Background: an optimization exercise with open tools, aiming at small area and a short achievable clock period. Do not read the settings as production practice. Function was checked by simulation only, so behaviour that the tests miss may differ from the original. No activity file was given, so power comes from the tool's default toggle rates.

[flow/run.sh]
#!/bin/bash
# synth_recipe.tcl (not shown) runs the flow's synth.tcl, then flattens the netlist and writes it again
# the make line also repeats each setting of config.mk as NAME=value (left out here)
make -C /OpenROAD-flow-scripts/flow DESIGN_CONFIG=/design/flow/config.mk WORK_HOME=/design/flow/orfs CLKGATE_MAP_FILE= SYNTH_SCRIPT=/design/flow/synth_recipe.tcl finish
[flow/config.mk]
export PLATFORM = sky130hd
export DESIGN_NAME = mips_core
export DESIGN_NICKNAME = mips_core
export VERILOG_FILES = /design/flow/design.v
export SDC_FILE = /design/flow/constraint.sdc
export NUM_CORES = 4
export LEC_CHECK = 0
export CAP_MARGIN = 20
export CORE_MARGIN = 2
export CORE_UTILIZATION = 30
export PLACE_DENSITY = 0.45
export SETUP_SLACK_MARGIN = 4.5
export SLEW_MARGIN = 20
[flow/constraint.sdc]
create_clock -name core_clock -period 8.0 [get_ports {clk}]
set_input_delay 1.6000 -clock core_clock [delete_from_list [all_inputs] [get_ports {clk}]]
set_output_delay 1.6000 -clock core_clock [all_outputs]
set_load 0.01 [all_outputs]
[flow/design.v]
module mips_core(
	input clk,
	input rst,
	input fwd_en,
	output [31:0] imem_addr,
	input  [31:0] imem_rdata,
	output [31:0] dmem_addr,
	output [31:0] dmem_wdata,
	output dmem_we,
	output dmem_re,
	input  [31:0] dmem_rdata,
	output wb_en,
	output [4:0] wb_dst,
	output [31:0] wb_data
);
	reg  [31:2] pc;
	reg  [31:16] ir_hi;           
	reg  [15:0]  ir_lo;           
	reg         ex_wb, ex_mr, ex_mw, ex_bez, ex_bne, ex_jmp;
	reg         ex_sub;
	reg  [3:0]  ex_cmd;
	reg  [16:0] ex_imm;               
	reg  [4:0]  ex_dst;
	reg  [31:0] ex_a, ex_b;
	reg         ex_f1e, ex_f1m, ex_f1r;    
	reg         ex_f2e, ex_f2m, ex_f2r;    
	reg         ex_ye, ex_ym, ex_yr, ex_yi;  
	reg         m_wb, m_mr, m_mw;
	reg  [31:0] m_res, m_st;
	reg  [4:0]  m_dst;
	reg         w_en;
	reg  [4:0]  w_dst;
	reg  [31:0] w_val;
	reg  [31:1] rf_vld;
	wire [31:0] rf_q [1:31];
	wire [5:0] op = ir_hi[31:26];
	wire [4:0] rs = ir_hi[25:21];
	wire [4:0] rt = ir_hi[20:16];
	wire [4:0] rd = ir_lo[15:11];
	wire [15:0] imm = ir_lo;
	wire d_bez   = (op == 6'd40);
	wire d_bne   = (op == 6'd41);
	wire d_jmp   = (op == 6'd42);
	wire d_br    = d_bez | d_bne | d_jmp;
	wire d_ld    = (op == 6'd36);
	wire d_st    = (op == 6'd37);
	wire d_itype = (op == 6'd32) | (op == 6'd33) | d_ld | d_st | d_br;
	wire d_wb    = (op == 6'd32) | (op == 6'd33) | d_ld | (!d_itype && op != 6'd0);
	wire d_rwi   = d_itype & !d_st & !d_bne;    
	wire [4:0] d_dst = d_itype ? rt : rd;
	reg [3:0] d_cmd;
	always @(*) begin
		case (op)
			6'd3, 6'd33: d_cmd = 4'd2;    
			6'd5:        d_cmd = 4'd4;    
			6'd6:        d_cmd = 4'd5;    
			6'd7:        d_cmd = 4'd6;    
			6'd8:        d_cmd = 4'd7;    
			6'd9, 6'd10: d_cmd = 4'd8;    
			6'd11:       d_cmd = 4'd9;    
			6'd12:       d_cmd = 4'd10;   
			default:     d_cmd = 4'd0;    
		endcase
	end
	wire [16:0] imm_sx  = {imm[15], imm};
	wire [16:0] d_imm   = d_br ? imm_sx - 17'd1 : imm_sx;
	wire rs_e = (rs == ex_dst), rt_e = (rt == ex_dst);
	wire rs_m = (rs == m_dst),  rt_m = (rt == m_dst);
	wire hz_fwd = ex_mr & (rs_e | (rt_e & !d_rwi));
	wire hz_nofwd = d_rwi ? ((m_wb & rs_m) | (ex_wb & rs_e))
	                      : ((m_wb & (rs_m | rt_m)) | (ex_wb & (rs_e | rt_e)));
	wire freeze = fwd_en ? hz_fwd : hz_nofwd;
	wire exd_nz = |ex_dst, md_nz = |m_dst;
	wire f1e = fwd_en & ex_wb & exd_nz & rs_e;
	wire f1m = fwd_en & m_wb & md_nz & rs_m;
	wire f2e = fwd_en & ex_wb & exd_nz & rt_e;
	wire f2m = fwd_en & m_wb & md_nz & rt_m;
	reg  [31:0] ra, rb;
	reg         ha, hb;
	integer k;
	always @(*) begin
		ra = 32'd0; rb = 32'd0; ha = 1'b0; hb = 1'b0;
		for (k = 1; k < 32; k = k + 1) begin
			ra = ra | ({32{rs == k && rf_vld[k]}} & rf_q[k]);
			rb = rb | ({32{rt == k && rf_vld[k]}} & rf_q[k]);
			ha = ha | (rs == k && rf_vld[k]);
			hb = hb | (rt == k && rf_vld[k]);
		end
		ra[4:0] = ra[4:0] | (rs & {5{!ha}});
		rb[4:0] = rb[4:0] | (rt & {5{!hb}});
	end
	wire [31:0] fa = ({32{ex_f1e}} & m_res) | ({32{ex_f1m}} & w_val) | ({32{ex_f1r}} & ex_a);
	wire [31:0] fb = ({32{ex_f2e}} & m_res) | ({32{ex_f2m}} & w_val) | ({32{ex_f2r}} & ex_b);
	wire [31:0] x  = fa;
	wire [31:0] y  = ({32{ex_ye}} & m_res) | ({32{ex_ym}} & w_val) | ({32{ex_yr}} & ex_b)
	               | ({32{ex_yi}} & {{15{ex_imm[16]}}, ex_imm});
	wire        sub = ex_sub;
	wire [31:0] sum = x + (y ^ {32{sub}}) + {31'd0, sub};
	wire [31:2] br_addr = pc + {{13{ex_imm[16]}}, ex_imm};
	wire [31:2] pc_inc;
	genvar gk;
	generate
		for (gk = 2; gk < 32; gk = gk + 1) begin : g_inc
			if (gk == 2) begin : g0
				assign pc_inc[gk] = !pc[gk];
			end else begin : gn
				assign pc_inc[gk] = pc[gk] ^ (&pc[gk-1:2]);
			end
		end
	endgenerate
	wire        sh_left  = (ex_cmd == 4'd8);
	wire        sh_fill  = (ex_cmd == 4'd9) & x[31];
	wire        sh_big   = |y[31:5];
	reg  [31:0] x_rev, r_rev;
	wire [31:0] sh_in = sh_left ? x_rev : x;
	wire signed [32:0] sh_sin = {sh_fill, sh_in};
	wire signed [32:0] sh_ext = sh_sin >>> y[4:0];
	wire [31:0] sh_r = sh_ext[31:0];
	always @(*) begin
		for (k = 0; k < 32; k = k + 1) begin
			x_rev[k] = x[31-k];
			r_rev[k] = sh_r[31-k];
		end
	end
	wire [31:0] sh_out = sh_big ? {32{sh_fill}} : (sh_left ? r_rev : sh_r);
	reg [31:0] res;
	always @(*) begin
		case (ex_cmd)
			4'd4:    res = x & y;
			4'd5:    res = x | y;
			4'd6:    res = ~(x | y);
			4'd7:    res = x ^ y;
			4'd8, 4'd9, 4'd10: res = sh_out;
			default: res = sum;
		endcase
	end
	wire br_taken = (ex_bez & (fa == 32'd0)) | (ex_bne & (fa != fb)) | ex_jmp;
	wire [31:0] m_val = m_mr ? dmem_rdata : m_res;
	wire        rf_we = m_wb & (|m_dst);
	always @(posedge clk or posedge rst) begin
		if (rst) pc <= 30'd0;
		else if (br_taken) pc <= br_addr;
		else if (!freeze) pc <= pc_inc;
	end
	always @(posedge clk or posedge rst) begin
		if (rst) ir_hi <= 16'd0;
		else if (br_taken) ir_hi <= 16'd0;
		else if (!freeze) ir_hi <= imem_rdata[31:16];
	end
	always @(posedge clk) begin
		if (!freeze) ir_lo <= imem_rdata[15:0];
	end
	always @(posedge clk or posedge rst) begin
		if (rst) {ex_wb, ex_mr, ex_mw, ex_bez, ex_bne, ex_jmp} <= 6'd0;
		else if (br_taken | freeze) {ex_wb, ex_mr, ex_mw, ex_bez, ex_bne, ex_jmp} <= 6'd0;
		else {ex_wb, ex_mr, ex_mw, ex_bez, ex_bne, ex_jmp} <= {d_wb, d_ld, d_st, d_bez, d_bne, d_jmp};
	end
	always @(posedge clk) begin
		ex_sub   <= (d_cmd == 4'd2);
		ex_cmd   <= d_cmd;
		ex_imm   <= d_imm;
		ex_dst   <= d_dst;
		ex_a     <= ra;
		ex_b     <= rb;
		ex_f1e   <= f1e;
		ex_f1m   <= f1m & !f1e;
		ex_f1r   <= !f1m & !f1e;
		ex_f2e   <= f2e;
		ex_f2m   <= f2m & !f2e;
		ex_f2r   <= !f2m & !f2e;
		ex_ye    <= !d_itype & f2e;
		ex_ym    <= !d_itype & f2m & !f2e;
		ex_yr    <= !d_itype & !f2m & !f2e;
		ex_yi    <= d_itype;
	end
	always @(posedge clk or posedge rst) begin
		if (rst) {m_wb, m_mr, m_mw} <= 3'd0;
		else {m_wb, m_mr, m_mw} <= {ex_wb, ex_mr, ex_mw};
	end
	always @(posedge clk) begin
		m_res <= res;
		m_st  <= fb;
		m_dst <= ex_dst;
	end
	always @(posedge clk or posedge rst) begin
		if (rst) w_en <= 1'b0;
		else w_en <= m_wb;
	end
	always @(posedge clk) begin
		w_dst <= m_dst;
		w_val <= m_val;
	end
	genvar gi;
	generate
		for (gi = 1; gi < 32; gi = gi + 1) begin : g_rf
			reg [31:0] r;
			always @(posedge clk) begin
				if (rf_we && m_dst == gi) r <= m_val;
			end
			assign rf_q[gi] = r;
			always @(posedge clk or posedge rst) begin
				if (rst) rf_vld[gi] <= 1'b0;
				else if (rf_we && m_dst == gi) rf_vld[gi] <= 1'b1;
			end
		end
	endgenerate
	assign imem_addr  = {pc, 2'b00};
	assign dmem_addr  = m_res;
	assign dmem_wdata = m_st;
	assign dmem_we    = m_mw;
	assign dmem_re    = m_mr;
	assign wb_en      = w_en;
	assign wb_dst     = w_dst;
	assign wb_data    = w_val;
endmodule
==> flow_metrics.env, run 1 <==
export IMPL_grt_pass1_wl_mm=448.7
export IMPL_cts_made_buffers=146
export IMPL_post_route_min_period_ns=3.665
export IMPL_die_height_um=455.8
export IMPL_tns_ns=0
export IMPL_yosys_warnings=1
export IMPL_drive_above_1_share_pct=18.35
export IMPL_drc=0
export IMPL_h_tree_depth=4
export IMPL_finalSetupViolations=0
export IMPL_dpl_worst_slack_ns=2.931
export IMPL_floorplan_rows=165
export IMPL_whs_endpoint="m_mw"
export IMPL_fmax_mhz=272.9
export IMPL_p_sw_w=0.01283
export IMPL_numPortBuffers=200
export IMPL_r2r_setup_slack_ns=4.33
export IMPL_seq_area_frac_synth_pct=59.76
export IMPL_holdWs_ns=0.3533
export IMPL_nNetsFinal=5400
export IMPL_synthesis_area_sq_mm=0.06123
export IMPL_clk_pin_slew_worst_paths_ns=0.06
export IMPL_finalCritPeriodShare_pct=45.81
export IMPL_power_density_mw_per_mm2=412.6
export IMPL_end_kind="flop"
export IMPL_tightest_slew_ns=1.239
export IMPL_worst_slack_ns=4.335
export IMPL_pin_count=203
export IMPL_clock_skew_ns=0.03738
export IMPL_vdd_drop_max_mv=0.1835
export IMPL_ctsLongestPathBuffers=3
export IMPL_arrival_ns=4.37
export IMPL_power_frac_comb_pct=43.4
export IMPL_ant_nets=0
export IMPL_post_route_util_pct=36.77
export IMPL_p_leak_nw=26.06
export IMPL_clock_power_share_pct=22.5
export IMPL_core_area_sq_mm=0.2025
export IMPL_r2r_end="ex_a[22]"
export IMPL_synth_cell_type_count=83
export IMPL_p_seq_share_pct=34.1
export IMPL_syn_to_final_growth_pct=21.61
export IMPL_grtUsageTotal_pct=31.37
export IMPL_grt_overflow_total=0
export IMPL_gp_congestion=0.9208
export IMPL_drt_wl_total_mm=340.0
export IMPL_syn_instance_count=4934
export IMPL_syn_area_per_cell_sq_um=12.41
export IMPL_via_per_inst=6.695
export IMPL_vias=53580
export IMPL_wire_per_inst_um=42.47
export IMPL_crit_fanout=17
export IMPL_antenna_found_initial=34
export IMPL_hold_viol_final=0
export IMPL_cts_sinks=1302
export IMPL_cap_violations=0
export IMPL_synthTopCellsByArea="edfxtp_1 49%, a22oi_1 8.2%, dfxtp_1 6.8%"
export IMPL_start_util_pct=30.23
export IMPL_maxSlewHeadroom_pct=17.41
export IMPL_ys_ff_latch=1302
export IMPL_grt_setup_unrepaired="true"
export IMPL_cts_root_buf="clkbuf_16"
export IMPL_total_power_w=0.03073
export IMPL_die_w_um=455.8
export IMPL_switching_share_pct=41.77
export IMPL_insertion_delay_ns=0.84
export IMPL_min_from="ex_mw"
export IMPL_yosys_area_top_type="edfxtp_1"
export IMPL_grt_start_max_net_pins=73
export IMPL_drv_slew=0
export IMPL_status="timing/DRC/antenna clean"
export IMPL_critPathLaunchType="flop"
export IMPL_intPower_w=0.01789
export IMPL_whs_path_depth=0
export IMPL_dr_pass1_iters=10
export IMPL_grt_pass1_vias=50180
export IMPL_drtIter0Drc=8889
export IMPL_crit_type="flop to flop"
export IMPL_min_path_type="flop to flop"
export IMPL_synth_top_area_share_pct=49.43
export IMPL_dieArea_sq_mm=0.2077
export IMPL_async_flop_share_pct=6.682
export IMPL_dp_hpwl_mm=198.6
export IMPL_synthFlopType="edfxtp_1"
export IMPL_critPathRequiredTime_ns=8.70
export IMPL_rr_startpoint="ir_hi[22]"
export IMPL_cts_tree="done"
export IMPL_reg2reg_depth=9
export IMPL_synth_edff_count=1008
-- critical path, cell delays in order, from the launching register on --
cell and delay, ns:
dfrtp_2 0.59, nor2b_1 0.47, nor2b_1 0.41, and3_2 0.23, buf_4 0.52, buf_4 0.57, a22o_1 0.21, a221oi_1 0.05
nand3_1 0.13, or4_1 0.32
-- sequential cells by signal, summed over array words and instances (netlist names), 16 cells and up --
signal and count:
ir_hi 16, pc 30, m_res 32, w_val 32, ex_a 32, ir_lo 16, g_rf.r 992, ex_imm 17
rf_vld 31, m_st 32, ex_b 32
-- cells by family (layout without fill, tap and decap cells) --
family	after synthesis	in the layout	share of synthesized area (%)
flip-flops	1302	1302	59.76
buffers and inverters	497	877	3.137
AO/OA/AOI/OAI	1528	1529	19.15
other	1	14	0.006124
adder cells (fa/ha/maj)	131	131	2.701
AND/OR/NAND/NOR	1092	1096	9.177
multiplexers	215	215	3.674
XOR/XNOR	168	168	2.403
-- layer usage --
layer	vias to the layer above	GRT usage [%]	routed length, um	part of all wire, %
met1	27130	38.81	124100	37
met5	-	0.06889	289	0.085
met2	4722	47.82	146700	43
met3	1238	10.56	44020	13
li1	20470	-	-	-
met4	26	17.74	24830	7.3
-- final cells by class --
cell class,instances,area [sq um]
Timing Repair inverter,2,17.52
Inverter,98,439.2
Multi-Input combinational cell,3141,24010
Fill cell,19430,128100
Antenna cell,12,30.03
Timing Repair Buffer,511,5040
Tap cell,2672,3343
Clock buffer,197,4069
Clock inverter,69,783.3
Sequential cell,1302,36740
-- per-stage QoR --
stage,instances,area [sq um]
floorplan,4935,61360
global placement,7588,66760
detailed placement,7590,66810
CTS,7928,73350
global route,7993,74440
finish,8004,74460
-- synthesized netlist by cell type, types with 6 or more instances --
master	count
o221ai_1	9
a211o_1	7
o31ai_1	7
edfxtp_1	1008
a21o_1	28
nand2_1	231
o21a_1	8
inv_1	94
a21oi_1	109
mux2_2	68
clkbuf_1	325
and3_1	82
a221oi_1	177
a31oi_1	12
xor2_1	74
nor3b_1	6
nand4_1	87
buf_2	23
a211oi_1	21
dfrtp_1	87
or4_1	63
nor2_1	167
o22ai_1	8
or2_2	37
and2_1	12
nor4_1	28
ha_1	129
o211ai_1	27
a2111o_1	10
a222oi_1	99
nor2b_1	44
or3_1	8
nand3_1	243
nor3_1	45
nand2b_1	24
o221a_2	9
a22o_1	163
o21bai_1	7
xnor2_1	94
o21ai_0	111
dfxtp_1	207
buf_1	46
mux2i_1	146
a22oi_1	665
-- layout by cell type (no fill, tap or decap), drive strengths merged, types with 21 or more instances in the layout --
| cell | synthesis | routed |
|---|---|---|
| edfxtp | 1008 | 1008 |
| a22oi | 665 | 665 |
| buf | 74 | 297 |
| nand3 | 243 | 243 |
| nand2 | 231 | 232 |
| dfxtp | 207 | 207 |
| clkbuf | 325 | 201 |
| a221oi | 178 | 178 |
| nor2 | 167 | 167 |
| clkdlybuf4s50 | 0 | 166 |
| a22o | 163 | 163 |
| mux2i | 146 | 146 |
| ha | 129 | 129 |
| o21ai | 114 | 114 |
| a21oi | 110 | 110 |
| inv | 97 | 105 |
| a222oi | 99 | 99 |
| xnor2 | 94 | 94 |
| nand4 | 87 | 87 |
| dfrtp | 87 | 87 |
| and3 | 82 | 82 |
| xor2 | 74 | 74 |
| mux2 | 68 | 68 |
| or4 | 63 | 63 |
| nor3 | 46 | 46 |
| clkinv | 1 | 45 |
| nor2b | 44 | 44 |
| or2 | 37 | 37 |
| dlygate4sd2 | 0 | 32 |
| a21o | 28 | 29 |
| nor4 | 28 | 28 |
| o211ai | 27 | 27 |
| nand2b | 24 | 24 |
| a211oi | 21 | 21 |
-- worst max path at each step --
stage                    from        end
finish              ir_hi[22]   ex_a[22]
global route            ex_yr  m_res[25]
CTS                    ex_f1e  m_res[26]
detailed placement      ex_ye  m_res[26]
global placement        ex_ye  m_res[26]
floorplan               ex_ym  m_res[25]
-- power by group through the flow --
stage | clock network [W] | registers, W | logic [W]
final | 0.00691 | 0.0105 | 0.0133
after global placement | 0 | 0.0105 | 0.0114
after floorplan | 0 | 0.0100 | 0.00631
after CTS | 0.00697 | 0.0104 | 0.0123
after detailed placement | 0 | 0.0105 | 0.0114
after global routing | 0.00721 | 0.0106 | 0.0138
-- repair_timing --
item                                    in CTS  in global routing
endpoints found under the setup margin     191                 82
hold endpoints to repair                     0                  0
hold buffers                                 0                  0
buffers inserted                            56                 60
gates cloned                                16                  4
pin swaps                                   39                 66
gates resized for setup                    293                124
==> inputs of run 2 (changes only) <==
--- a/flow/design.v
+++ b/flow/design.v
@@ -18,7 +18,8 @@
 	reg  [15:0]  ir_lo;           
 	reg         ex_wb, ex_mr, ex_mw, ex_bez, ex_bne, ex_jmp;
 	reg         ex_sub;
-	reg  [3:0]  ex_cmd;
+	reg         ex_r_add, ex_r_and, ex_r_or, ex_r_nor, ex_r_xor, ex_r_sh;   
+	reg         ex_sh_left, ex_sh_arith;
 	reg  [16:0] ex_imm;               
 	reg  [4:0]  ex_dst;
 	reg  [31:0] ex_a, ex_b;
@@ -31,6 +32,7 @@
 	reg         w_en;
 	reg  [4:0]  w_dst;
 	reg  [31:0] w_val;
+	reg         fwd_q;
 	reg  [31:1] rf_vld;
 	wire [31:0] rf_q [1:31];
 	wire [5:0] op = ir_hi[31:26];
@@ -69,12 +71,12 @@
 	wire hz_fwd = ex_mr & (rs_e | (rt_e & !d_rwi));
 	wire hz_nofwd = d_rwi ? ((m_wb & rs_m) | (ex_wb & rs_e))
 	                      : ((m_wb & (rs_m | rt_m)) | (ex_wb & (rs_e | rt_e)));
-	wire freeze = fwd_en ? hz_fwd : hz_nofwd;
+	wire freeze = fwd_q ? hz_fwd : hz_nofwd;
 	wire exd_nz = |ex_dst, md_nz = |m_dst;
-	wire f1e = fwd_en & ex_wb & exd_nz & rs_e;
-	wire f1m = fwd_en & m_wb & md_nz & rs_m;
-	wire f2e = fwd_en & ex_wb & exd_nz & rt_e;
-	wire f2m = fwd_en & m_wb & md_nz & rt_m;
+	wire f1e = fwd_q & ex_wb & exd_nz & rs_e;
+	wire f1m = fwd_q & m_wb & md_nz & rs_m;
+	wire f2e = fwd_q & ex_wb & exd_nz & rt_e;
+	wire f2m = fwd_q & m_wb & md_nz & rt_m;
 	reg  [31:0] ra, rb;
 	reg         ha, hb;
 	integer k;
@@ -108,8 +110,8 @@
 			end
 		end
 	endgenerate
-	wire        sh_left  = (ex_cmd == 4'd8);
-	wire        sh_fill  = (ex_cmd == 4'd9) & x[31];
+	wire        sh_left  = ex_sh_left;
+	wire        sh_fill  = ex_sh_arith & x[31];
 	wire        sh_big   = |y[31:5];
 	reg  [31:0] x_rev, r_rev;
 	wire [31:0] sh_in = sh_left ? x_rev : x;
@@ -123,17 +125,12 @@
 		end
 	end
 	wire [31:0] sh_out = sh_big ? {32{sh_fill}} : (sh_left ? r_rev : sh_r);
-	reg [31:0] res;
-	always @(*) begin
-		case (ex_cmd)
-			4'd4:    res = x & y;
-			4'd5:    res = x | y;
-			4'd6:    res = ~(x | y);
-			4'd7:    res = x ^ y;
-			4'd8, 4'd9, 4'd10: res = sh_out;
-			default: res = sum;
-		endcase
-	end
+	wire [31:0] res = ({32{ex_r_add}} & sum)
+	                | ({32{ex_r_and}} & (x & y))
+	                | ({32{ex_r_or}}  & (x | y))
+	                | ({32{ex_r_nor}} & ~(x | y))
+	                | ({32{ex_r_xor}} & (x ^ y))
+	                | ({32{ex_r_sh}}  & sh_out);
 	wire br_taken = (ex_bez & (fa == 32'd0)) | (ex_bne & (fa != fb)) | ex_jmp;
 	wire [31:0] m_val = m_mr ? dmem_rdata : m_res;
 	wire        rf_we = m_wb & (|m_dst);
@@ -157,7 +154,15 @@
 	end
 	always @(posedge clk) begin
 		ex_sub   <= (d_cmd == 4'd2);
-		ex_cmd   <= d_cmd;
+		ex_r_add <= (d_cmd == 4'd0) | (d_cmd == 4'd2);
+		ex_r_and <= (d_cmd == 4'd4);
+		ex_r_or  <= (d_cmd == 4'd5);
+		ex_r_nor <= (d_cmd == 4'd6);
+		ex_r_xor <= (d_cmd == 4'd7);
+		ex_r_sh  <= (d_cmd == 4'd8) | (d_cmd == 4'd9) | (d_cmd == 4'd10);
+		ex_sh_left  <= (d_cmd == 4'd8);
+		ex_sh_arith <= (d_cmd == 4'd9);
+		fwd_q    <= fwd_en;
 		ex_imm   <= d_imm;
 		ex_dst   <= d_dst;
 		ex_a     <= ra;
--- a/flow/config.mk
+++ b/flow/config.mk
@@ -7,7 +7,9 @@
 export LEC_CHECK = 0
 export CAP_MARGIN = 20
 export CORE_MARGIN = 2
-export CORE_UTILIZATION = 30
-export PLACE_DENSITY = 0.45
+export CORE_UTILIZATION = 40
+export CTS_CLUSTER_DIAMETER = 80
+export CTS_CLUSTER_SIZE = 30
+export PLACE_DENSITY = 0.55
 export SETUP_SLACK_MARGIN = 4.5
 export SLEW_MARGIN = 20
==> run 2 against run 1 <==
  * Synthesized area shrank 0.42%
  * Non-clock buffer count shrank 32
  * Global-route usage grew 6.6 points
  * Still clean on timing, DRC and antenna
  * Via count shrank 2.6%
  * Sequential power is essentially flat
  * Sequential cell count grew 5
  * Register-to-register slack is essentially flat
  * Clock skew grew 0.023 ns
  * Critical path depth shrank 1
  * Total power shrank 8.6%
  * Fmax grew 0.17%
  * Clock power shrank 34%
  * Largest power group unchanged
==> flow_metrics.env, run 2 <==
export IMPL_critPathRequiredTime_ns=8.42
export IMPL_cts_root_buf="clkbuf_16"
export IMPL_maxSlewHeadroom_pct=19.46
export IMPL_final_common_cell="edfxtp_1"
export IMPL_tightest_slew_ns=1.208
export IMPL_dr_pass1_iters=13
export IMPL_gp_congestion=0.9466
export IMPL_reg2reg_depth=8
export IMPL_seq_area_frac_synth_pct=60.17
export IMPL_synth_most_common_cell="edfxtp_1"
export IMPL_p_leak_nw=24.82
export IMPL_drive_above_1_share_pct=15.81
export IMPL_holdWs_ns=0.3610
export IMPL_via_per_inst=7.355
export IMPL_cap_violations=0
export IMPL_grt_pass1_wl_mm=411.9
export IMPL_arrival_ns=4.08
export IMPL_drt_wl_total_mm=307.6
export IMPL_end_kind="flop"
export IMPL_cts_made_buffers=70
export IMPL_cts_tree="done"
export IMPL_synthTopCellsByCount="1008 x edfxtp_1, 578 x a22oi_1, 342 x clkbuf_1"
export IMPL_synth_edff_count=1008
export IMPL_yosys_warnings=1
export IMPL_status="timing/DRC/antenna clean"
export IMPL_met2WireLength_mm=129.8
export IMPL_synth_top_area_share_pct=49.64
export IMPL_ctsLongestPathBuffers=3
export IMPL_syn_to_final_growth_pct=15.53
export IMPL_hold_viol_final=0
export IMPL_largest_reg_flops=992
export IMPL_cts_sinks=1307
export IMPL_die_height_um=394.4
export IMPL_fmax_mhz=273.3
export IMPL_h_tree_depth=3
export IMPL_drtIter0Drc=9392
export IMPL_power_density_mw_per_mm2=398.8
export IMPL_clk_pin_slew_worst_paths_ns=0.11
export IMPL_r2r_setup_slack_ns=4.34
export IMPL_drv_slew=0
export IMPL_top_layer="met5"
export IMPL_clock_skew_ns=0.06022
export IMPL_vias=52190
export IMPL_min_from="ex_mw"
export IMPL_floorplan_rows=143
export IMPL_nNetsFinal=5196
export IMPL_insertion_delay_ns=0.76
export IMPL_async_flop_share_pct=6.656
export IMPL_postCtsHoldBufs=0
export IMPL_ant_nets=0
export IMPL_stdcell_area_sq_mm=0.07044
export IMPL_synthesis_area_sq_mm=0.06097
export IMPL_antenna_found_initial=18
export IMPL_grt_setup_unrepaired="true"
export IMPL_finalSetupViolations=0
export IMPL_grt_start_max_net_pins=69
export IMPL_wl_met3_mm=46.06
export IMPL_grt_overflow_total=0
export IMPL_dieArea_sq_mm=0.1556
export IMPL_vdd_drop_max_mv=0.2082
export IMPL_r2r_end="ex_b[2]"
export IMPL_whs_endpoint="m_mw"
export IMPL_finalCritPeriodShare_pct=45.74
export IMPL_top_register="g_rf.r"
export IMPL_crit_type="flop to flop"
export IMPL_wl_met1_mm=103.6
export IMPL_drc=0
export IMPL_dp_hpwl_mm=176.2
export IMPL_yosys_area_top_type="edfxtp_1"
export IMPL_wire_per_inst_um=43.35
export IMPL_numPortBuffers=200
export IMPL_die_w_um=394.4
export IMPL_grt_pass1_vias=48930
export IMPL_final_cell_mix="1008 x edfxtp_1, 563 x a22oi_1, 234 x buf_4"
export IMPL_start_util_pct=40.19
export IMPL_synthFlopType="edfxtp_1"
export IMPL_crit_fanout=19
export IMPL_dpl_cell_area_sq_mm=0.06545
export IMPL_startpoint="ir_hi[20]"
export IMPL_rr_startpoint="ir_hi[20]"
export IMPL_critPathLaunchType="flop"
export IMPL_syn_instance_count=4841
export IMPL_whs_path_depth=0
export IMPL_syn_area_per_cell_sq_um=12.60
export IMPL_tns_ns=0
export IMPL_pin_count=203
export IMPL_synthTopCellsByArea="edfxtp_1 50%, a22oi_1 7.1%, dfxtp_1 7.0%"
export IMPL_grtUsageTotal_pct=38.00
export IMPL_core_area_sq_mm=0.1517
export IMPL_ys_ff_latch=1307
export IMPL_synth_cell_type_count=82
export IMPL_min_path_type="flop to flop"
export IMPL_post_route_min_period_ns=3.659
-- run 2: cell types whose count changed after synthesis, sizes merged, moves of 21 or more --
cell,delta
or4,-35
a22oi,-87
xnor2,-21
a22o,+36
a222oi,+28
a221oi,+31
nor2,-21
nor2b,-25
nand4,+24
mux2i,-37
xor2,+24
nand3,-30
inv,+30
-- run 2: stage by stage --
stage / instances / util, % / worst slack, ns / total power, W
after floorplan: 4842 / - / 4.343 / 0.01632
after global placement: 6821 / 43.13 / 2.891 / 0.02148
after detailed placement: 6823 / 43.14 / 2.814 / 0.02145
after CTS: 7038 / 45.81 / 4.293 / 0.02681
after global routing: 7083 / 46.40 / 4.312 / 0.02885
final: 7096 / 46.43 / 4.341 / 0.02809
-- run 2: final cells by class --
class                      count  area, sq um
sequential                  1307        36760
inverter                     129        540.5
clock buffer                  81         1814
tap                         2030         2540
timing repair inverter         2        17.52
clock inverter                46        777.0
antenna                       13        32.53
timing repair buffer         479         4503
multi-input combinational   3009        23460
fill                       13680        81290
-- run 2: worst max path at each step --
stage	depth (start not counted)	endpoint	slack (ns)
after CTS	18	m_res[27]	4.29
final	8	ex_b[2]	4.34
after floorplan	19	m_res[27]	4.34
after detailed placement	15	m_res[27]	2.81
after global placement	15	m_res[27]	2.89
after global routing	18	m_res[25]	4.31
-- run 2: where the power goes --
group	internal, W	leakage [nW]	total, W	switching (W)
clock	0.00192	1.23	0.00456	0.00265
sequential	0.00925	11.9	0.0105	0.00124
combinational	0.00472	11.6	0.0130	0.00832
total	0.0159	24.8	0.0281	0.0122
-- run 2: repair_timing --
action	CTS	global route
pin swaps	57	68
gates cloned	7	4
setup buffers	81	41
resized for setup	185	113
endpoints found under the setup margin	91	66
endpoints found under the hold margin	0	0
-- run 2: per-layer routing --
layer | vias up | track usage (%)
li1 | 19860 | -
met4 | 16 | 26.04
met3 | 1506 | 13.39
met5 | - | 0.2771
met1 | 25680 | 46.04
met2 | 5126 | 56.76
-- run 2: logic make-up after synthesis --
logic type | after synthesis | share of synthesized area, %
AO/OA/AOI/OAI | 1494 | 19.07
XOR/XNOR | 171 | 2.456
adder cells (fa/ha/maj) | 131 | 2.713
buffers and inverters | 528 | 3.328
flip-flops | 1307 | 60.17
multiplexers | 192 | 3.698
other | 1 | 0.006150
AND/OR/NAND/NOR | 1017 | 8.555
-- run 2: worst max-delay path: stages, from the launching register on --
cell     delay (ns)
dfrtp_2        0.65
nor3b_1        0.58
and3_4         0.63
buf_4          0.57
nor4_1         0.11
nand4_1        0.12
nor2_1         0.12
nand2_1        0.13
nand3_1        0.43
==> inputs of run 3 (changes only) <==
--- a/flow/config.mk
+++ b/flow/config.mk
@@ -8,7 +8,7 @@
 export CAP_MARGIN = 20
 export CORE_MARGIN = 2
 export CORE_UTILIZATION = 40
-export CTS_CLUSTER_DIAMETER = 80
+export CTS_CLUSTER_DIAMETER = 70
 export CTS_CLUSTER_SIZE = 30
 export PLACE_DENSITY = 0.55
 export SETUP_SLACK_MARGIN = 4.5
==> run 3 against run 2 <==
  * First-iteration DRC count hardly changed
  * Clock power is about 20% higher
  * Setup slack worse by 0.071 ns
  * Critical path type unchanged
  * Cell count is 0.58% higher
  * Critical endpoint is now ex_b[4]
  * Sequential power hardly changed
  * Combinational power hardly changed
  * Clock skew is 0.0030 ns lower
  * Synthesized cell count stayed put
  * Critical path depth is 1 higher
  * Still clean on timing, DRC and antenna
  * Hold slack worse by 0.0011 ns
==> flow_metrics.env, run 3 <==
export IMPL_synthTopCellsByCount="1008 x edfxtp_1, 578 x a22oi_1, 342 x clkbuf_1"
export IMPL_cts_tree="done"
export IMPL_via_per_inst=7.377
export IMPL_seqCellArea_sq_mm=0.03676
export IMPL_yosys_area_top_type="edfxtp_1"
export IMPL_drv_slew=0
export IMPL_p_sw_w=0.01257
export IMPL_ant_nets=0
export IMPL_placed_cells=6823
export IMPL_drive_above_1_share_pct=16.73
export IMPL_synth_top_area_share_pct=49.64
export IMPL_crit_fanout=16
export IMPL_min_path_type="flop to flop"
export IMPL_ctsLongestPathBuffers=3
export IMPL_pin_count=203
export IMPL_wl_met3_mm=45.11
export IMPL_grt_setup_unrepaired="true"
export IMPL_gp_congestion=0.9466
export IMPL_top_layer="met5"
export IMPL_grt_pass1_wl_mm=412.6
export IMPL_final_cell_mix="1008 x edfxtp_1, 563 x a22oi_1, 232 x buf_4"
export IMPL_start_util_pct=40.19
export IMPL_final_cells=7137
export IMPL_yosys_warnings=1
export IMPL_crit_slowest_cell="dfrtp_2"
export IMPL_async_flop_share_pct=6.656
export IMPL_ys_ff_latch=1307
export IMPL_dr_pass1_iters=11
export IMPL_core_area_sq_mm=0.1517
export IMPL_cts_sinks=1307
export IMPL_drtIter0Drc=9395
export IMPL_syn_instance_count=4841
export IMPL_grt_pass1_vias=49230
export IMPL_dp_hpwl_mm=176.2
export IMPL_top_register="g_rf.r"
export IMPL_insertion_delay_ns=0.77
export IMPL_largest_reg_flops=992
export IMPL_critPathLaunchType="flop"
export IMPL_end_kind="flop"
export IMPL_switching_share_pct=43.39
export IMPL_synthTopCellsByArea="edfxtp_1 50%, a22oi_1 7.1%, dfxtp_1 7.0%"
export IMPL_wire_per_inst_um=43.13
export IMPL_drc=0
export IMPL_crit_type="flop to flop"
export IMPL_synth_most_common_cell="edfxtp_1"
export IMPL_hold_viol_final=0
export IMPL_post_route_min_period_ns=3.730
export IMPL_power_frac_comb_pct=44.9
export IMPL_die_height_um=394.4
export IMPL_maxSlewHeadroom_pct=18.19
export IMPL_cts_root_buf="clkbuf_16"
export IMPL_seq_area_frac_synth_pct=60.17
export IMPL_multi_input_area_sq_mm=0.02347
export IMPL_nNetsFinal=5214
export IMPL_tns_ns=0
export IMPL_vias=52650
export IMPL_die_w_um=394.4
export IMPL_fmax_mhz=268.1
export IMPL_synth_cell_type_count=82
export IMPL_grt_start_max_net_pins=69
export IMPL_vdd_drop_max_mv=0.2141
export IMPL_critPathMaxStageDelay_ns=0.63
export IMPL_tightest_slew_ns=1.227
export IMPL_power_density_mw_per_mm2=406.3
export IMPL_grt_overflow_total=0
export IMPL_syn_to_final_growth_pct=16.95
export IMPL_synth_edff_count=1008
export IMPL_wl_met1_mm=104.6
export IMPL_numPortBuffers=200
export IMPL_finalSetupViolations=0
export IMPL_floorplan_rows=143
export IMPL_grtUsageTotal_pct=38.03
export IMPL_cts_made_buffers=90
export IMPL_p_seq_share_pct=36.2
export IMPL_intPower_w=0.01640
export IMPL_status="timing/DRC/antenna clean"
export IMPL_n_fill_cell=13650
export IMPL_syn_area_per_cell_sq_um=12.60
export IMPL_clock_skew_ns=0.05721
export IMPL_h_tree_depth=3
export IMPL_clk_pin_slew_worst_paths_ns=0.11
export IMPL_clock_power_share_pct=18.9
export IMPL_cpMostUsedCell="buf_4"
export IMPL_critPathRequiredTime_ns=8.44
export IMPL_arrival_ns=4.16
export IMPL_met2WireLength_mm=129.7
export IMPL_cap_violations=0
export IMPL_dieArea_sq_mm=0.1556
export IMPL_worstPathCellList="nor3b_2 > and4b_2 > buf_4 > buf_4 > nor4_1 > nand4_1 > nor2_1 > nand2_1 > nand3_1"
export IMPL_antenna_found_initial=25
export IMPL_p_leak_nw=25.28
export IMPL_finalCritPeriodShare_pct=46.62
export IMPL_drt_wl_total_mm=307.8
export IMPL_synthFlopType="edfxtp_1"
export IMPL_synthesis_area_sq_mm=0.06097
export IMPL_final_common_cell="edfxtp_1"
## run 3: final timing paths
kind | startpoint | end | slack (ns) | cells after the start
hold reg to reg | ex_mw | m_mw | 0.36 | 0
setup / recovery | ir_hi[16] | ex_b[4] | 4.27 | 9
hold / removal | ex_mw | m_mw | 0.36 | 0
setup reg to reg | ir_hi[16] | ex_b[4] | 4.27 | 9
min in group asynchronous | rst | ir_hi[19] | 1.18 | 2
max in group asynchronous | rst | m_mr | 5.86 | 3
## run 3: final cells by class
| cell class | instances | share of cell area [%] |
|---|---|---|
| well taps | 2030 | 3.562 |
| clock buffers | 96 | 3.234 |
| diodes | 13 | 0.04562 |
| inverters | 129 | 0.7545 |
| clock inverters | 74 | 1.642 |
| multi-input cells | 3009 | 32.91 |
| repair buffers | 477 | 6.282 |
| flip-flops and latches | 1307 | 51.55 |
| repair inverters | 2 | 0.02456 |
## run 3: repair_timing
action,4_1_cts,5_1_grt
gates resized for setup,196,108
hold buffers,0,0
pin swaps,65,63
cloned,7,3
setup buffers,78,42
setup endpoints to repair,95,69
## run 3: critical path: cells and delay by family, from the launching register on
family        cells  cell delay (ns)
buf+inv           2             0.95
flops             1             0.63
simple gates      7             1.83
## run 3: kinds of logic (layout without fill, tap and decap cells)
kind of cell	after synthesis	after routing	share of synthesized area (%)
compound gates	1494	1494	19.07
xor+xnor	171	171	2.456
fa+ha+maj	131	131	2.713
buf+inv	528	778	3.328
flops	1307	1307	60.17
mux	192	192	3.698
other cells	1	15	0.006150
simple gates	1017	1019	8.555
## run 3: routing by layer
layer	vias to the layer above	GRT usage, %
met2	5184	56.66
met3	1631	13.72
li1	19940	-
met5	-	0.2771
met4	16	26.28
met1	25880	45.89
## run 3: power by group through the flow
stage | registers [W] | clock network, W | logic (W)
final | 0.0105 | 0.00548 | 0.0130
after global routing | 0.0105 | 0.00573 | 0.0134
after CTS | 0.0104 | 0.00548 | 0.0119
after detailed placement | 0.0105 | 0 | 0.0109
after global placement | 0.0105 | 0 | 0.0110
after floorplan | 0.0100 | 0 | 0.00628
## run 3: per-stage QoR
step                      cell area [sq um]  hold slack [ns]  power, W  setup WS, ns  util [%]
after global placement                65440           0.3385   0.02148         2.891     43.13
final                                 71310           0.3599   0.02897         4.270     47.00
after CTS                             70410           0.3583   0.02775         4.267     46.41
after floorplan                       61080           0.3290   0.01632         4.343         -
after detailed placement              65450           0.3371   0.02145         2.814     43.14
after global routing                  71280           0.3679   0.02972         4.319     46.98
==> inputs of run 4 (changes only) <==
--- a/flow/design.v
+++ b/flow/design.v
@@ -16,7 +16,14 @@
 	reg  [31:2] pc;
 	reg  [31:16] ir_hi;           
 	reg  [15:0]  ir_lo;           
-	reg         ex_wb, ex_mr, ex_mw, ex_bez, ex_bne, ex_jmp;
+	reg         ex_wb_r, ex_mr_r, ex_mw_r, ex_bez_r, ex_bne_r, ex_jmp_r;
+	reg         ex_kill;
+	wire        ex_wb  = ex_wb_r  & !ex_kill;
+	wire        ex_mr  = ex_mr_r  & !ex_kill;
+	wire        ex_mw  = ex_mw_r  & !ex_kill;
+	wire        ex_bez = ex_bez_r & !ex_kill;
+	wire        ex_bne = ex_bne_r & !ex_kill;
+	wire        ex_jmp = ex_jmp_r & !ex_kill;
 	reg         ex_sub;
 	reg         ex_r_add, ex_r_and, ex_r_or, ex_r_nor, ex_r_xor, ex_r_sh;   
 	reg         ex_sh_left, ex_sh_arith;
@@ -112,11 +119,11 @@
 	endgenerate
 	wire        sh_left  = ex_sh_left;
 	wire        sh_fill  = ex_sh_arith & x[31];
-	wire        sh_big   = |y[31:5];
+	wire        sh_big   = |fb[31:5];
 	reg  [31:0] x_rev, r_rev;
 	wire [31:0] sh_in = sh_left ? x_rev : x;
 	wire signed [32:0] sh_sin = {sh_fill, sh_in};
-	wire signed [32:0] sh_ext = sh_sin >>> y[4:0];
+	wire signed [32:0] sh_ext = sh_sin >>> fb[4:0];
 	wire [31:0] sh_r = sh_ext[31:0];
 	always @(*) begin
 		for (k = 0; k < 32; k = k + 1) begin
@@ -148,9 +155,12 @@
 		if (!freeze) ir_lo <= imem_rdata[15:0];
 	end
 	always @(posedge clk or posedge rst) begin
-		if (rst) {ex_wb, ex_mr, ex_mw, ex_bez, ex_bne, ex_jmp} <= 6'd0;
-		else if (br_taken | freeze) {ex_wb, ex_mr, ex_mw, ex_bez, ex_bne, ex_jmp} <= 6'd0;
-		else {ex_wb, ex_mr, ex_mw, ex_bez, ex_bne, ex_jmp} <= {d_wb, d_ld, d_st, d_bez, d_bne, d_jmp};
+		if (rst) {ex_wb_r, ex_mr_r, ex_mw_r, ex_bez_r, ex_bne_r, ex_jmp_r, ex_kill} <= 7'd0;
+		else begin
+			if (freeze) {ex_wb_r, ex_mr_r, ex_mw_r, ex_bez_r, ex_bne_r, ex_jmp_r} <= 6'd0;
+			else {ex_wb_r, ex_mr_r, ex_mw_r, ex_bez_r, ex_bne_r, ex_jmp_r} <= {d_wb, d_ld, d_st, d_bez, d_bne, d_jmp};
+			ex_kill <= br_taken;
+		end
 	end
 	always @(posedge clk) begin
 		ex_sub   <= (d_cmd == 4'd2);
--- a/flow/config.mk
+++ b/flow/config.mk
@@ -7,9 +7,9 @@
 export LEC_CHECK = 0
 export CAP_MARGIN = 20
 export CORE_MARGIN = 2
-export CORE_UTILIZATION = 40
-export CTS_CLUSTER_DIAMETER = 70
-export CTS_CLUSTER_SIZE = 30
+export CORE_UTILIZATION = 38
+export CTS_CLUSTER_DIAMETER = 50
+export CTS_CLUSTER_SIZE = 25
 export PLACE_DENSITY = 0.55
 export SETUP_SLACK_MARGIN = 4.5
 export SLEW_MARGIN = 20
==> run 4 against run 3 <==
  * Still clean on timing, DRC and antenna
  * Die area increased by 6.6%
  * First-iteration DRC count up 25%
  * Cell area rose by 2.9%
  * Sequential power is 6% lower
  * Total power down 7.2%
  * Synthesized area is 1.3% higher
  * Setup slack gained 0.093 ns
  * Synthesized cell count rose by 1.2%
  * Critical path depth fell by 2
  * Via count rose by 1.6%
  * Fmax increased by 2.6%
  * Clock power increased by 15%
  * Highest routed layer unchanged
==> flow_metrics.env, run 4 <==
export IMPL_grt_start_max_net_pins=67
export IMPL_maxSlewHeadroom_pct=23.06
export IMPL_grt_pass1_vias=49760
export IMPL_largest_reg_flops=992
export IMPL_wire_per_inst_um=41.53
export IMPL_post_route_min_period_ns=3.637
export IMPL_grt_pass1_wl_mm=412.9
export IMPL_min_path_type="flop to flop"
export IMPL_r2r_end="ex_a[21]"
export IMPL_hold_viol_final=0
export IMPL_yosys_area_top_type="edfxtp_1"
export IMPL_crit_type="flop to flop"
export IMPL_core_area_sq_mm=0.1609
export IMPL_h_tree_depth=3
export IMPL_synthTopCellsByCount="1008 x edfxtp_1, 649 x a22oi_1, 306 x clkbuf_1"
export IMPL_pin_count=203
export IMPL_die_w_um=407.2
export IMPL_top_register="g_rf.r"
export IMPL_fmax_mhz=275.0
export IMPL_muxShareOfSynthArea_pct=4.535
export IMPL_syn_to_final_growth_pct=18.77
export IMPL_drive_above_1_share_pct=18.05
export IMPL_cts_tree="done"
export IMPL_numPortBuffers=200
export IMPL_arrival_ns=4.26
export IMPL_synth_cell_type_count=85
export IMPL_ys_ff_latch=1308
export IMPL_async_flop_share_pct=6.728
export IMPL_grt_setup_unrepaired="true"
export IMPL_seqCellArea_sq_mm=0.03677
export IMPL_final_common_cell="edfxtp_1"
export IMPL_ctsLongestPathBuffers=3
export IMPL_die_height_um=407.2
export IMPL_dp_hpwl_mm=175.1
export IMPL_floorplan_rows=147
export IMPL_final_cell_mix="1008 x edfxtp_1, 636 x a22oi_1, 264 x buf_4"
export IMPL_synth_edff_count=1008
export IMPL_synthTopCellsByArea="edfxtp_1 49%, a22oi_1 7.9%, dfxtp_1 6.9%"
export IMPL_placed_cells=7011
export IMPL_synth_top_family_by_area="compound AO/OA/AOI/OAI gates"
export IMPL_holdWs_ns=0.4149
export IMPL_syn_area_per_cell_sq_um=12.61
export IMPL_via_per_inst=7.229
export IMPL_n_fill_cell=14340
export IMPL_synth_compound_area_share_pct=19.03
export IMPL_vias=53490
export IMPL_drv_slew=0
export IMPL_dieArea_sq_mm=0.1658
export IMPL_whs_endpoint="m_dst[4]"
export IMPL_cap_violations=0
export IMPL_yosys_warnings=1
export IMPL_cts_sinks=1308
export IMPL_status="timing/DRC/antenna clean"
export IMPL_finalCritPeriodShare_pct=45.46
export IMPL_multi_input_area_sq_mm=0.02421
export IMPL_clock_skew_ns=0.05885
export IMPL_critPathMaxStageDelay_ns=0.84
export IMPL_antenna_found_initial=26
export IMPL_power_density_mw_per_mm2=366.5
export IMPL_tightest_slew_ns=1.154
export IMPL_vdd_drop_max_mv=0.2191
export IMPL_worstPathCellList="nand2_1 > nor2_1 > and3_2 > buf_4 > a222oi_1 > nand3_1 > or4_1"
export IMPL_final_cells=7399
export IMPL_drtIter0Drc=11720
export IMPL_critPathRequiredTime_ns=8.63
export IMPL_seq_area_frac_synth_pct=59.43
export IMPL_tns_ns=0
export IMPL_grtUsageTotal_pct=35.42
export IMPL_cts_root_buf="clkbuf_16"
export IMPL_p_leak_nw=26.17
export IMPL_synth_xor_area_share_pct=2.339
export IMPL_crit_fanout=19
export IMPL_yosys_area_share_simple_pct=8.456
export IMPL_rr_startpoint="ir_hi[21]"
export IMPL_drt_wl_total_mm=307.3
export IMPL_min_from="ex_dst[4]"
export IMPL_r2r_setup_slack_ns=4.36
export IMPL_dr_pass1_iters=12
export IMPL_ant_nets=0
export IMPL_clk_pin_slew_worst_paths_ns=0.07
export IMPL_whs_path_depth=0
export IMPL_synthFlopType="edfxtp_1"
export IMPL_cts_made_buffers=118
export IMPL_synthesis_area_sq_mm=0.06178
export IMPL_drc=0
export IMPL_syn_instance_count=4900
export IMPL_finalSetupViolations=0
export IMPL_synth_most_common_cell="edfxtp_1"
export IMPL_critPathLaunchType="flop"
export IMPL_nNetsFinal=5313
export IMPL_insertion_delay_ns=0.78
export IMPL_grt_overflow_total=0
export IMPL_start_util_pct=38.39
export IMPL_synth_top_area_share_pct=49.00
export IMPL_crit_slowest_cell="and3_2"
export IMPL_yosys_area_share_adder_pct=2.677
export IMPL_gp_congestion=0.9951
export IMPL_end_kind="flop"
export IMPL_reg2reg_depth=7
==> run 4: cell types whose count changed in the layout (fill, tap and decap cells not counted), sizes merged, moves of 29 or more <==
cell / before / now
nand3: 213 / 253
a22oi: 578 / 649
buf: 269 / 304
nor3: 66 / 36
nand2: 214 / 174
or4: 28 / 58
mux2i: 109 / 140
a22o: 199 / 161
a221oi: 209 / 177
clkbuf: 101 / 130
==> run 4: layout make-up <==
type                    count  area share [%]
clock buffers             125           4.120
flip-flops and latches   1308           50.12
diodes                     20         0.06821
inverters                 129          0.6804
repair buffers            510           6.563
clock inverters            99           1.777
multi-input cells        3048           32.99
well taps                2160           3.683
==> run 4: power by group <==
part | total [W] | internal, W | switching [W]
clock network | 0.00632 | 0.00317 | 0.00315
logic | 0.0107 | 0.00406 | 0.00664
registers | 0.00987 | 0.00893 | 0.000946
==> run 4: timing repair <==
item                                    in CTS  in global routing
pin swaps                                   52                 45
buffers inserted                            90                 44
endpoints found under the setup margin     130                 75
gates resized for setup                    185                140
gates cloned                                 4                  6
endpoints found under the hold margin        0                  0
hold buffers                                 0                  0
==> run 4: per-layer routing <==
layer / GRT usage, % / up-vias / wire length (um)
met3: 13.55 / 1624 / 47420
met1: 43.24 / 26040 / 105000
li1: - / 20350 / -
met2: 52.16 / 5457 / 127700
met5: 1.149 / - / 322
met4: 22.94 / 18 / 26890
==> run 4: critical path, delay by kind of cell, from the launching register on <==
| kind | cells | cell delay, ns |
|---|---|---|
| buf+inv | 1 | 0.63 |
| simple gates | 5 | 2.00 |
| flops | 1 | 0.62 |
| compound gates | 1 | 0.22 |
==> run 4: logic make-up (layout without fill, tap and decap cells) <==
family,Yosys count,count (layout)
flip-flops,1308,1308
AND/OR/NAND/NOR,1005,1006
adder cells (fa/ha/maj),131,131
other,1,22
multiplexers,231,231
AO/OA/AOI/OAI,1513,1513
XOR/XNOR,165,165
buffers and inverters,546,863
==> run 4: metrics by stage <==
step	setup WS (ns)	area, sq um	utilization [%]	total power (W)
CTS	4.447	72280	44.91	0.02587
global route	4.337	73330	45.57	0.02764
detailed placement	3.393	66410	41.27	0.01893
global placement	3.274	66380	41.25	0.01894
floorplan	4.506	61790	-	0.01483
finish	4.363	73380	45.59	0.02689
==> run 4: worst max-delay path by stage <==
stage                         start   endpoint  slack [ns]  depth (start not counted)
after floorplan               ex_ye  m_res[27]        4.51                         14
after detailed placement     ex_f2e     pc[28]        3.39                         11
after global routing         ex_f1m  m_res[30]        4.34                         14
after global placement       ex_f2e     pc[28]        3.27                         11
final                     ir_hi[21]   ex_a[21]        4.36                          7
after CTS                    ex_f1m      pc[5]        4.45                         12
==> inputs of run 5 (changes only) <==
--- a/flow/config.mk
+++ b/flow/config.mk
@@ -7,9 +7,9 @@
 export LEC_CHECK = 0
 export CAP_MARGIN = 20
 export CORE_MARGIN = 2
-export CORE_UTILIZATION = 38
-export CTS_CLUSTER_DIAMETER = 50
-export CTS_CLUSTER_SIZE = 25
+export CORE_UTILIZATION = 40
+export CTS_CLUSTER_DIAMETER = 65
+export CTS_CLUSTER_SIZE = 30
 export PLACE_DENSITY = 0.55
-export SETUP_SLACK_MARGIN = 4.5
+export SETUP_SLACK_MARGIN = 4.8
 export SLEW_MARGIN = 20
==> run 5 against run 4 <==
  * Combinational power up 8%
  * Routed wire length up 2.1%
  * Hold slack better by 0.0028 ns
  * Cell area increased by 2.1%
  * Setup slack got worse by 0.065 ns
  * Core utilization is 3.1 points higher
  * Critical path depth increased by 8
  * Synthesized cell count unchanged
  * Sequential power barely moved
==> flow_metrics.env, run 5 <==
export IMPL_status="timing/DRC/antenna clean"
export IMPL_synth_cell_type_count=85
export IMPL_r2r_setup_slack_ns=4.30
export IMPL_use_met1_pct=47.15
export IMPL_multi_input_area_sq_mm=0.02523
export IMPL_crit_fanout=4
export IMPL_yosys_area_top_type="edfxtp_1"
export IMPL_drc=0
export IMPL_n_fill_cell=13370
export IMPL_synth_most_common_cell="edfxtp_1"
export IMPL_synthesis_area_sq_mm=0.06178
export IMPL_min_from="ex_dst[4]"
export IMPL_start_util_pct=40.20
export IMPL_h_tree_depth=3
export IMPL_dieArea_sq_mm=0.1576
export IMPL_synthTopCellsByCount="1008 x edfxtp_1, 649 x a22oi_1, 306 x clkbuf_1"
export IMPL_dpl_worst_slack_ns=3.576
export IMPL_worst_slack_ns=4.299
export IMPL_critPathLaunchType="flop"
export IMPL_finalSetupViolations=0
export IMPL_final_common_cell="edfxtp_1"
export IMPL_wire_per_inst_um=42.73
export IMPL_numPortBuffers=200
export IMPL_reg2reg_depth=15
export IMPL_yosys_warnings=1
export IMPL_cts_made_buffers=99
export IMPL_grt_overflow_total=0
export IMPL_total_power_w=0.02721
export IMPL_dr_pass1_iters=13
export IMPL_dp_hpwl_mm=177.4
export IMPL_rr_startpoint="ex_f1m"
export IMPL_synth_edff_count=1008
export IMPL_r2r_end="m_res[12]"
export IMPL_gp_congestion=0.9814
export IMPL_async_flop_share_pct=6.728
export IMPL_syn_area_per_cell_sq_um=12.61
export IMPL_cts_sinks=1308
export IMPL_post_route_min_period_ns=3.701
export IMPL_crit_type="flop to flop"
export IMPL_via_per_inst=7.373
export IMPL_cts_tree="done"
export IMPL_power_density_mw_per_mm2=363.3
export IMPL_grt_met3_usage_pct=15.78
export IMPL_seqCellArea_sq_mm=0.03689
export IMPL_cap_violations=0
export IMPL_vdd_drop_max_mv=0.2174
export IMPL_ant_nets=0
export IMPL_syn_instance_count=4900
export IMPL_synthTopCellsByArea="edfxtp_1 49%, a22oi_1 7.9%, dfxtp_1 6.9%"
export IMPL_drive_above_1_share_pct=22.52
export IMPL_critPathRequiredTime_ns=8.57
export IMPL_end_kind="flop"
export IMPL_top_register="g_rf.r"
export IMPL_synthFlopType="edfxtp_1"
export IMPL_p_leak_nw=27.01
export IMPL_drtIter0Drc=10590
export IMPL_hold_viol_final=0
export IMPL_cts_root_buf="clkbuf_16"
export IMPL_whs_endpoint="m_dst[4]"
export IMPL_gr_usage_met2_pct=55.77
export IMPL_die_height_um=397
export IMPL_die_w_um=397
export IMPL_core_area_sq_mm=0.1537
export IMPL_gr_max_usage_layer="met2"
export IMPL_clock_skew_ns=0.04703
export IMPL_grt_setup_unrepaired="true"
export IMPL_tns_ns=0
export IMPL_syn_to_final_growth_pct=21.21
export IMPL_grt_pass1_wl_mm=420.4
export IMPL_drv_slew=0
export IMPL_largest_reg_flops=992
export IMPL_maxSlewHeadroom_pct=22.48
export IMPL_clk_pin_slew_worst_paths_ns=0.10
export IMPL_floorplan_rows=144
export IMPL_nNetsFinal=5396
export IMPL_drt_wl_total_mm=313.6
export IMPL_min_path_type="flop to flop"
export IMPL_seq_area_frac_synth_pct=59.43
export IMPL_finalCritPeriodShare_pct=46.27
export IMPL_final_cell_mix="1008 x edfxtp_1, 642 x a22oi_1, 288 x buf_4"
export IMPL_grt_start_max_net_pins=65
export IMPL_ctsLongestPathBuffers=3
export IMPL_grt_pass1_vias=50250
export IMPL_grtUsageTotal_pct=38.41
export IMPL_vias=54120
export IMPL_antenna_found_initial=21
export IMPL_fmax_mhz=270.2
export IMPL_ys_ff_latch=1308
export IMPL_pin_count=203
export IMPL_whs_path_depth=0
export IMPL_tightest_slew_ns=1.163
export IMPL_insertion_delay_ns=0.77
export IMPL_synth_top_area_share_pct=49.00
export IMPL_arrival_ns=4.27
run 5: cell counts after synthesis:
No cell type changed its count.
run 5: routing by layer:
metal,wire (um),up-vias
met1,105700,26370
li1,-,20510
met3,50810,1562
met2,130000,5652
met4,26910,20
met5,240,-
run 5: timing repair:
| item | 4_1_cts | 5_1_grt |
|---|---|---|
| endpoints found under the hold margin | 0 | 0 |
| hold buffers | 0 | 0 |
| endpoints found under the setup margin | 276 | 170 |
| resized for setup | 627 | 229 |
| pin swaps | 129 | 119 |
| cloned | 15 | 4 |
| setup buffers | 177 | 54 |
run 5: worst max-delay path: stages (launching register included):
cell and delay, ns:
dfxtp_4 0.39, buf_12 0.14, buf_12 0.12, buf_12 0.12, buf_6 0.11, buf_12 0.11
a222oi_1 0.34, buf_4 0.28, mux2i_4 0.10, mux4_2 0.52, mux2i_4 0.27, nand2_1 0.08
a311oi_1 0.27, a21oi_1 0.08, a211oi_2 0.41, o221ai_1 0.17
run 5: worst max-delay path by stage:
stage	to	slack [ns]	start	depth (start not counted)
2_1_floorplan	m_res[28]	4.80	ex_f1m	15
3_3_place_gp	pc[28]	3.51	ex_f2e	11
3_5_place_dp	pc[28]	3.58	ex_f2e	11
4_1_cts	m_res[27]	4.47	ex_f1m	15
5_1_grt	m_res[12]	4.26	ex_f1m	15
6_report	m_res[12]	4.30	ex_f1m	15
run 5: layout make-up:
cell class	instances	area share, %
clock buffers	102	3.380
well taps	2044	3.415
flip-flops and latches	1308	49.26
repair buffers	612	7.910
inverters	129	0.6968
multi-input cells	3047	33.69
clock inverters	85	1.607
diodes	12	0.04010
repair inverters	1	0.006683
run 5: through the flow:
step | utilization, % | instance area [sq um] | std cells | hold slack (ns)
2_1_floorplan | - | 61820 | 4901 | 0.3290
3_3_place_gp | 43.08 | 66210 | 6889 | 0.4035
3_5_place_dp | 43.10 | 66240 | 6891 | 0.3984
4_1_cts | 47.78 | 73440 | 7270 | 0.4153
5_1_grt | 48.70 | 74850 | 7328 | 0.4283
6_report | 48.72 | 74880 | 7340 | 0.4177
run 5: report_power, final:
group	switching (W)	internal [W]
logic	0.00717	0.00446
registers	0.000916	0.00896
clock network	0.00310	0.00260
run 5: kinds of logic after synthesis:
group	count (synthesis)	synth area share (%)
compound gates	1513	19.03
fa+ha+maj	131	2.677
xor+xnor	165	2.339
other cells	1	0.006070
buf+inv	546	3.530
simple gates	1005	8.456
flops	1308	59.43
mux	231	4.535
==> inputs of run 6 (changes only) <==
--- a/flow/config.mk
+++ b/flow/config.mk
@@ -11,5 +11,5 @@
 export CTS_CLUSTER_DIAMETER = 65
 export CTS_CLUSTER_SIZE = 30
 export PLACE_DENSITY = 0.55
-export SETUP_SLACK_MARGIN = 4.8
+export SETUP_SLACK_MARGIN = 5.0
 export SLEW_MARGIN = 20
==> run 6 against run 5 <==
  * Cell area increased by 2.7%
  * Core utilization up 1.3 points
  * Global-route usage is 0.95 points higher
  * Critical endpoint unchanged
  * Largest cell class unchanged
==> flow_metrics.env, run 6 <==
export IMPL_status="timing/DRC/antenna clean"
export IMPL_yosys_area_top_type="edfxtp_1"
export IMPL_synthTopCellsByCount="1008 x edfxtp_1, 649 x a22oi_1, 306 x clkbuf_1"
export IMPL_synthesis_area_sq_mm=0.06178
export IMPL_arrival_ns=4.23
export IMPL_power_density_mw_per_mm2=368.8
export IMPL_grt_pass1_wl_mm=430.3
export IMPL_reg2reg_depth=14
export IMPL_gp_congestion=0.9673
export IMPL_grt_setup_unrepaired="true"
export IMPL_grt_overflow_total=0
export IMPL_drc=0
export IMPL_start_util_pct=40.20
export IMPL_ctsLongestPathBuffers=3
export IMPL_placed_cells=6894
export IMPL_final_common_cell="edfxtp_1"
export IMPL_drive_above_1_share_pct=28.11
export IMPL_tns_ns=0
export IMPL_post_route_min_period_ns=3.610
export IMPL_synth_top_area_share_pct=49.00
export IMPL_endpoint="m_res[12]"
export IMPL_p_leak_nw=27.90
export IMPL_grtUsageTotal_pct=39.36
export IMPL_r2r_end="m_res[12]"
export IMPL_antenna_found_initial=21
export IMPL_crit_type="flop to flop"
export IMPL_total_power_w=0.02837
export IMPL_finalCritPeriodShare_pct=45.13
export IMPL_vias=55340
export IMPL_drt_wl_total_mm=320.5
export IMPL_die_w_um=397
export IMPL_holdWs_ns=0.4228
export IMPL_die_height_um=397
export IMPL_cap_violations=0
export IMPL_hold_viol_final=0
export IMPL_via_per_inst=7.352
export IMPL_seq_area_frac_synth_pct=59.43
export IMPL_floorplan_rows=144
export IMPL_async_flop_share_pct=6.728
export IMPL_critPathLaunchType="flop"
export IMPL_final_cell_mix="1008 x edfxtp_1, 641 x a22oi_1, 400 x buf_4"
export IMPL_post_route_util_pct=50.05
export IMPL_synthFlopType="edfxtp_1"
export IMPL_clock_skew_ns=0.06657
export IMPL_synth_most_common_cell="edfxtp_1"
export IMPL_grt_pass1_vias=51830
export IMPL_cts_root_buf="clkbuf_16"
export IMPL_drtIter0Drc=10410
export IMPL_cts_made_buffers=99
export IMPL_h_tree_depth=3
export IMPL_tightest_slew_ns=1.174
export IMPL_cts_tree="done"
export IMPL_crit_fanout=8
export IMPL_critPathRequiredTime_ns=8.62
export IMPL_ant_nets=0
export IMPL_insertion_delay_ns=0.81
export IMPL_yosys_warnings=1
export IMPL_synth_edff_count=1008
export IMPL_synth_cell_type_count=85
export IMPL_startpoint="ex_f1m"
export IMPL_final_cells=7527
export IMPL_syn_instance_count=4900
export IMPL_dp_hpwl_mm=179.8
export IMPL_syn_area_per_cell_sq_um=12.61
export IMPL_vdd_drop_max_mv=0.2132
export IMPL_ys_ff_latch=1308
export IMPL_grt_start_max_net_pins=57
export IMPL_cts_sinks=1308
export IMPL_nNetsFinal=5568
export IMPL_maxSlewHeadroom_pct=21.71
export IMPL_numPortBuffers=200
export IMPL_synthTopCellsByArea="edfxtp_1 49%, a22oi_1 7.9%, dfxtp_1 6.9%"
export IMPL_pin_count=203
export IMPL_wire_per_inst_um=42.58
export IMPL_clk_pin_slew_worst_paths_ns=0.11
export IMPL_r2r_setup_slack_ns=4.39
export IMPL_postCtsHoldBufs=0
export IMPL_core_area_sq_mm=0.1537
export IMPL_top_register="g_rf.r"
export IMPL_end_kind="flop"
export IMPL_fmax_mhz=277.0
export IMPL_rr_startpoint="ex_f1m"
export IMPL_largest_reg_flops=992
export IMPL_dieArea_sq_mm=0.1576
export IMPL_dr_pass1_iters=11
export IMPL_finalSetupViolations=0
export IMPL_drv_slew=0
export IMPL_min_path_type="flop to flop"
export IMPL_syn_to_final_growth_pct=24.52
-- run 6: cell counts after synthesis --
Identical to the previous run, type by type.
-- run 6: kinds of logic (layout without fill, tap and decap cells) --
| family | count (synthesis) | in the layout | share of synthesized area, % |
|---|---|---|---|
| AOI/OAI and AO/OA | 1513 | 1514 | 19.03 |
| xor gates and xnor gates | 165 | 165 | 2.339 |
| adders and majority gates | 131 | 131 | 2.677 |
| buffers and inverters | 546 | 1095 | 3.530 |
| DFF | 1308 | 1308 | 59.43 |
| muxes | 231 | 231 | 4.535 |
| other | 1 | 28 | 0.006070 |
| and+or+nand+nor | 1005 | 1011 | 8.456 |
-- run 6: metal layers --
| layer | wire length, um | part of all wire [%] | track usage (%) |
|---|---|---|---|
| met4 | 29770 | 9.3 | 27.25 |
| met2 | 132200 | 41 | 57.02 |
| met1 | 107400 | 34 | 47.90 |
| met3 | 50830 | 16 | 15.52 |
| met5 | 305 | 0.095 | 1.695 |
-- run 6: how the worst min path moves through the flow --
stage,from,to,slack (ns),cells past startpoint
after floorplan,m_dst[2],w_dst[2],0.33,0
after global placement,ex_dst[1],m_dst[1],0.41,0
after detailed placement,ex_dst[1],m_dst[1],0.41,0
after CTS,ex_dst[1],m_dst[1],0.42,0
after global routing,ex_dst[1],m_dst[1],0.44,0
final,ex_dst[1],m_dst[1],0.42,0
-- run 6: what timing repair did --
item,4_1_cts,5_1_grt
endpoints found under the setup margin,310,198
pin swaps,131,113
gates cloned,26,1
gates resized for setup,1090,273
setup buffers,285,107
-- run 6: where the power goes --
part           leakage (nW)  switching, W  total [W]  internal, W
Clock                  1.87       0.00320    0.00586      0.00266
Combinational          14.1       0.00764     0.0127      0.00503
Sequential             12.0      0.000838    0.00984      0.00900
-- run 6: area by class of cell --
type / count / area, sq um
Inverter: 129 / 523.0
Clock inverter: 85 / 1410
Fill cell: 13200 / 76760
Timing Repair Buffer: 777 / 7451
Sequential cell: 1308 / 36980
Multi-Input combinational cell: 3054 / 25430
Antenna cell: 26 / 65.06
Tap cell: 2044 / 2557
Timing Repair inverter: 1 / 5.005
Clock buffer: 103 / 2514
-- run 6: stage by stage --
step / area [sq um] / setup slack (ns)
2_1_floorplan: 61980 / 4.868
3_3_place_gp: 66340 / 2.750
3_5_place_dp: 66370 / 2.839
4_1_cts: 75010 / 4.445
5_1_grt: 76870 / 4.334
6_report: 76930 / 4.390
-- run 6: worst max-delay path: stages (launching register included) --
cell	delay, ns
dfxtp_4	0.41
buf_12	0.15
buf_4	0.13
a222oi_1	0.45
buf_4	0.24
buf_6	0.11
buf_8	0.12
mux2i_4	0.08
mux4_2	0.53
mux2i_4	0.22
nand2_1	0.08
a311oi_1	0.29
a21oi_1	0.09
a211oi_2	0.38
o221ai_1	0.18

[static timing again, ports no longer ideal]
Ports are ideal in the flow. The routed layouts listed here were re-timed in OpenROAD.
Step 1 (the two cells are an assumption about what drives the block):
set clk [get_ports {clk}]
set_driving_cell -lib_cell sky130_fd_sc_hd__clkbuf_16 $clk
set_driving_cell -lib_cell sky130_fd_sc_hd__buf_2 [delete_from_list [all_inputs] $clk]
Step 2, shift: input delay + t, output delay - t, t = (earliest + latest rising clock arrival at the registers) / 2. This alone moves slack from input paths to output paths.
Three values: no drivers, after step 1, after step 2; two values: the first two.
| run | t (ns) | setup WS [ns] | worst setup path at the end |
|---|---|---|---|
| run 1 | 0.908 | 4.335 / 4.335 / 3.787 | input to register |
| run 2 | 0.822 | 4.341 / 4.341 / 4.341 | register to register |
| run 3 | 0.823 | 4.270 / 4.270 / 4.270 | register to register |
| run 4 | 0.841 | 4.363 / 4.363 / 4.363 | register to register |
| run 5 | 0.837 | 4.299 / 4.299 / 4.299 | register to register |
| run 6 | 0.867 | 4.390 / 4.390 / 4.390 | register to register |
After both steps setup and hold are still met in every run listed. The setup slack of run 1, which loses most, moves by 0.000 ns with the drivers and by -0.548 ns with both steps.
